Context: an optimization exercise on an open-source flow, tuned for small area and a short achievable clock period. The choices shown serve that exercise and are no tape-out recipe.
Only simulation tests tie the RTL to the original design; equivalence was not proved.
Power and IR drop assume default switching activity.

// fifo
module fifo(clk,res,wr_en,rd_en,wdata,rdata,empty,full,overflow,underflow);
	parameter WIDTH=32;
	parameter FIFO_SIZE=32;
	parameter PTR_WIDTH=$clog2(FIFO_SIZE);
	localparam HALF=WIDTH/2;
	localparam NGO=8;             
	input clk,res,wr_en,rd_en;
	input [WIDTH-1:0]wdata;
	output reg empty,full,overflow,underflow;
	output reg[WIDTH-1:0]rdata;
	reg[PTR_WIDTH-1:0]wr_ptr,rd_ptr;
	reg[FIFO_SIZE-1:0]rd_sel;     
	reg nfull, nempty;
	wire do_r = rd_en & nempty;
	wire [PTR_WIDTH-1:0] wr_inc = wr_ptr + 1'b1;
	wire [PTR_WIDTH-1:0] rd_inc = rd_ptr + 1'b1;
	wire [NGO-1:0] go;
	wire do_w = go[0];
	genvar b, g, k;
	generate
		for (g = 0; g < NGO; g = g + 1) begin : wgo
			fifo_and2 u (.a(wr_en), .b(nfull), .y(go[g]));
		end
	endgenerate
	wire [3:0] pa;
	wire [7:0] pb;
	fifo_dec2 upa (.a(wr_ptr[1:0]), .y(pa));
	fifo_dec3 upb (.a(wr_ptr[4:2]), .y(pb));
	wire [WIDTH-1:0] word [FIFO_SIZE-1:0];
	generate
		for (k = 0; k < FIFO_SIZE; k = k + 1) begin : w
			wire we_lo, we_hi;
			fifo_and3 ul (.a(go[(2*k)%NGO]), .b(pa[k%4]), .c(pb[k/4]), .y(we_lo));
			fifo_and3 uh (.a(go[(2*k+1)%NGO]), .b(pa[k%4]), .c(pb[k/4]), .y(we_hi));
			reg [WIDTH-1:0] q;
			always @(posedge clk) begin
				if (we_lo) q[HALF-1:0] <= wdata[HALF-1:0];
				if (we_hi) q[WIDTH-1:HALF] <= wdata[WIDTH-1:HALF];
			end
			assign word[k] = q;
		end
  ...
export LEC_CHECK = 0
export CAP_MARGIN = 20
export CORE_MARGIN = 2
export CORE_UTILIZATION = 60
export CTS_CLUSTER_DIAMETER = 100
export CTS_CLUSTER_SIZE = 30
export PLACE_DENSITY = 0.72
export SETUP_SLACK_MARGIN = 4.1
export SLEW_MARGIN = 20
export SYNTH_HIERARCHICAL = 1
export SYNTH_MINIMUM_KEEP_SIZE = 0
create_clock -name core_clock -period 6.0 [get_ports {clk}]
standard.sh (not shown) runs the stock make flow with config.mk's settings and CLKGATE_MAP_FILE= SYNTH_SCRIPT=/design/flow/synth_recipe.tcl, a recipe that flattens the netlist after the stock synthesis.
==> flow/flow/run.sh <==
#!/bin/bash
# Standard synthesis, then the standard ORFS layout with the I/O port buffers
# made from sky130_fd_sc_hd__buf_2 instead of the tool's default pick (a delay cell).
set -euo pipefail
bash standard.sh synth > synth_make.log 2>&1
export BUFFER_PORTS_ARGS="-buffer_cell sky130_fd_sc_hd__buf_2"
bash standard.sh finish > layout_make.log 2>&1
The starting point went through all stages and came out clean.
Rerun with:
Settings changed: SETUP_SLACK_MARGIN 4.1 to 3.5.
Result: Setup slack loses 0.19 ns. Die area is unchanged. Hold slack gains 0.013 ns. Critical path depth grows by 2. Total power shrinks slightly. Utilization shrinks by 3.1 points. Final area shrinks by a few percent. Area after synthesis does not change. Cell count shrinks by a few percent.

## try-cedar
fifo, a different RTL version from the one above (not shown whole).
Size: about 1900 cells after synthesis, ~1100 flip-flops, ~72 I/O pins, ~38000 um2 of cells after synthesis.
clock: 6.0 ns
lec_check: 0
cap_margin: 20
core_margin: 2
core_utilization: 70
cts_cluster_diameter: 100
cts_cluster_size: 30
place_density: 0.8
setup_slack_margin: 3.8
slew_margin: 20
synth_hierarchical: 1
synth_minimum_keep_size: 0
Scripts as last shown in full above: flow/flow/run.sh
try-cedar: PASS, flow complete, no timing, DRC or antenna violations
Input changes introduced in try-yarrow (baseline for comparison: try-cedar):
Settings: changing CORE_UTILIZATION from 70 to 60; changing PLACE_DENSITY from 0.8 to 0.72.
==> run notes <==
try-yarrow finished every step from synthesis to the final layout, and the layout passed the timing, DRC and antenna checks.
try-yarrow against try-cedar: floorplan die area grew by about 16%; area of the placeable core grew by 17%.
Summary: worst hold slack across all endpoints, try-yarrow worse than try-cedar
The highest routing layer actually used comes out met4 in one run and met5 in the other, namely in try-cedar and try-yarrow respectively.
Max part of the cycle the worst path needs across try-yarrow and try-cedar: try-yarrow
Filler-free cell count of the finished design in try-yarrow is about 6% above try-cedar.
try-cedar ended up with rdata[31] as its endpoint of the most critical setup path; try-yarrow ended up with rdata[24].
try-cedar ended up with rdata[31] as its launching instance or port of the critical path; try-yarrow ended up with rs_lo[3].

fifo, a different RTL version from the one above (not shown whole).
Size: roughly 2000 cells after synthesis, about 1100 flip-flops.
export LEC_CHECK = 0
export CAP_MARGIN = 20
export CORE_MARGIN = 2
export CORE_UTILIZATION = 66
export CTS_CLUSTER_DIAMETER = 100
export CTS_CLUSTER_SIZE = 30
export PLACE_DENSITY = 0.76
export SETUP_SLACK_MARGIN = 3.8
export SLEW_MARGIN = 20
export SYNTH_HIERARCHICAL = 1
export SYNTH_MINIMUM_KEEP_SIZE = 0
create_clock -name core_clock -period 6.0 [get_ports {clk}]
Scripts as last shown in full above: flow/flow/run.sh
The baseline passed the timing, DRC and antenna checks.
Next try:
Settings changed: CORE_UTILIZATION 66 to 60, PLACE_DENSITY 0.76 to 0.72.
Register-to-register slack is about the same.
Design area stays flat.
Power stays flat.

-- afterwards: timing with drivers on the ports --
The flow's constraints put no driver on any port. The routed layouts listed below were extracted and timed again, unchanged, in two steps. Step 1 (the two cells are an assumption about what drives the block):
set clk [get_ports {clk}]
set_driving_cell -lib_cell sky130_fd_sc_hd__clkbuf_16 $clk
set_driving_cell -lib_cell sky130_fd_sc_hd__buf_2 [delete_from_list [all_inputs] $clk]
Step 2 also shifts input and output timing later by t, the mid clock arrival at the registers, as if the neighbouring blocks saw the same clock. Slacks: no drivers / after step 1 / after step 2; pairs: no drivers / after step 1.
run	t, ns	setup WS [ns]	hold WS [ns]	cell pins on the clock port's net
the first run of note 1	0.677	3.674 / 3.614 / 3.431	0.455 / 0.455 / 0.455	1
the second run of note 1	0.685	3.488 / 3.493 / 2.808	0.468 / 0.468 / 0.468	1
try-cedar	0.681	3.652 / 3.590 / 3.081	0.521 / 0.521 / 0.521	1
try-yarrow	0.678	3.548 / 3.548 / 3.152	0.482 / 0.482 / 0.482	1
the first run of note 3	0.684	3.664 / 3.602 / 3.164	0.494 / 0.494 / 0.494	1
the second run of note 3	0.684	3.659 / 3.593 / 3.134	0.467 / 0.467 / 0.467	1
After both steps setup and hold are still met in every run listed. For the second run of note 1, which loses most, drivers alone change the setup slack by +0.005 ns; drivers and shift together by -0.680 ns.
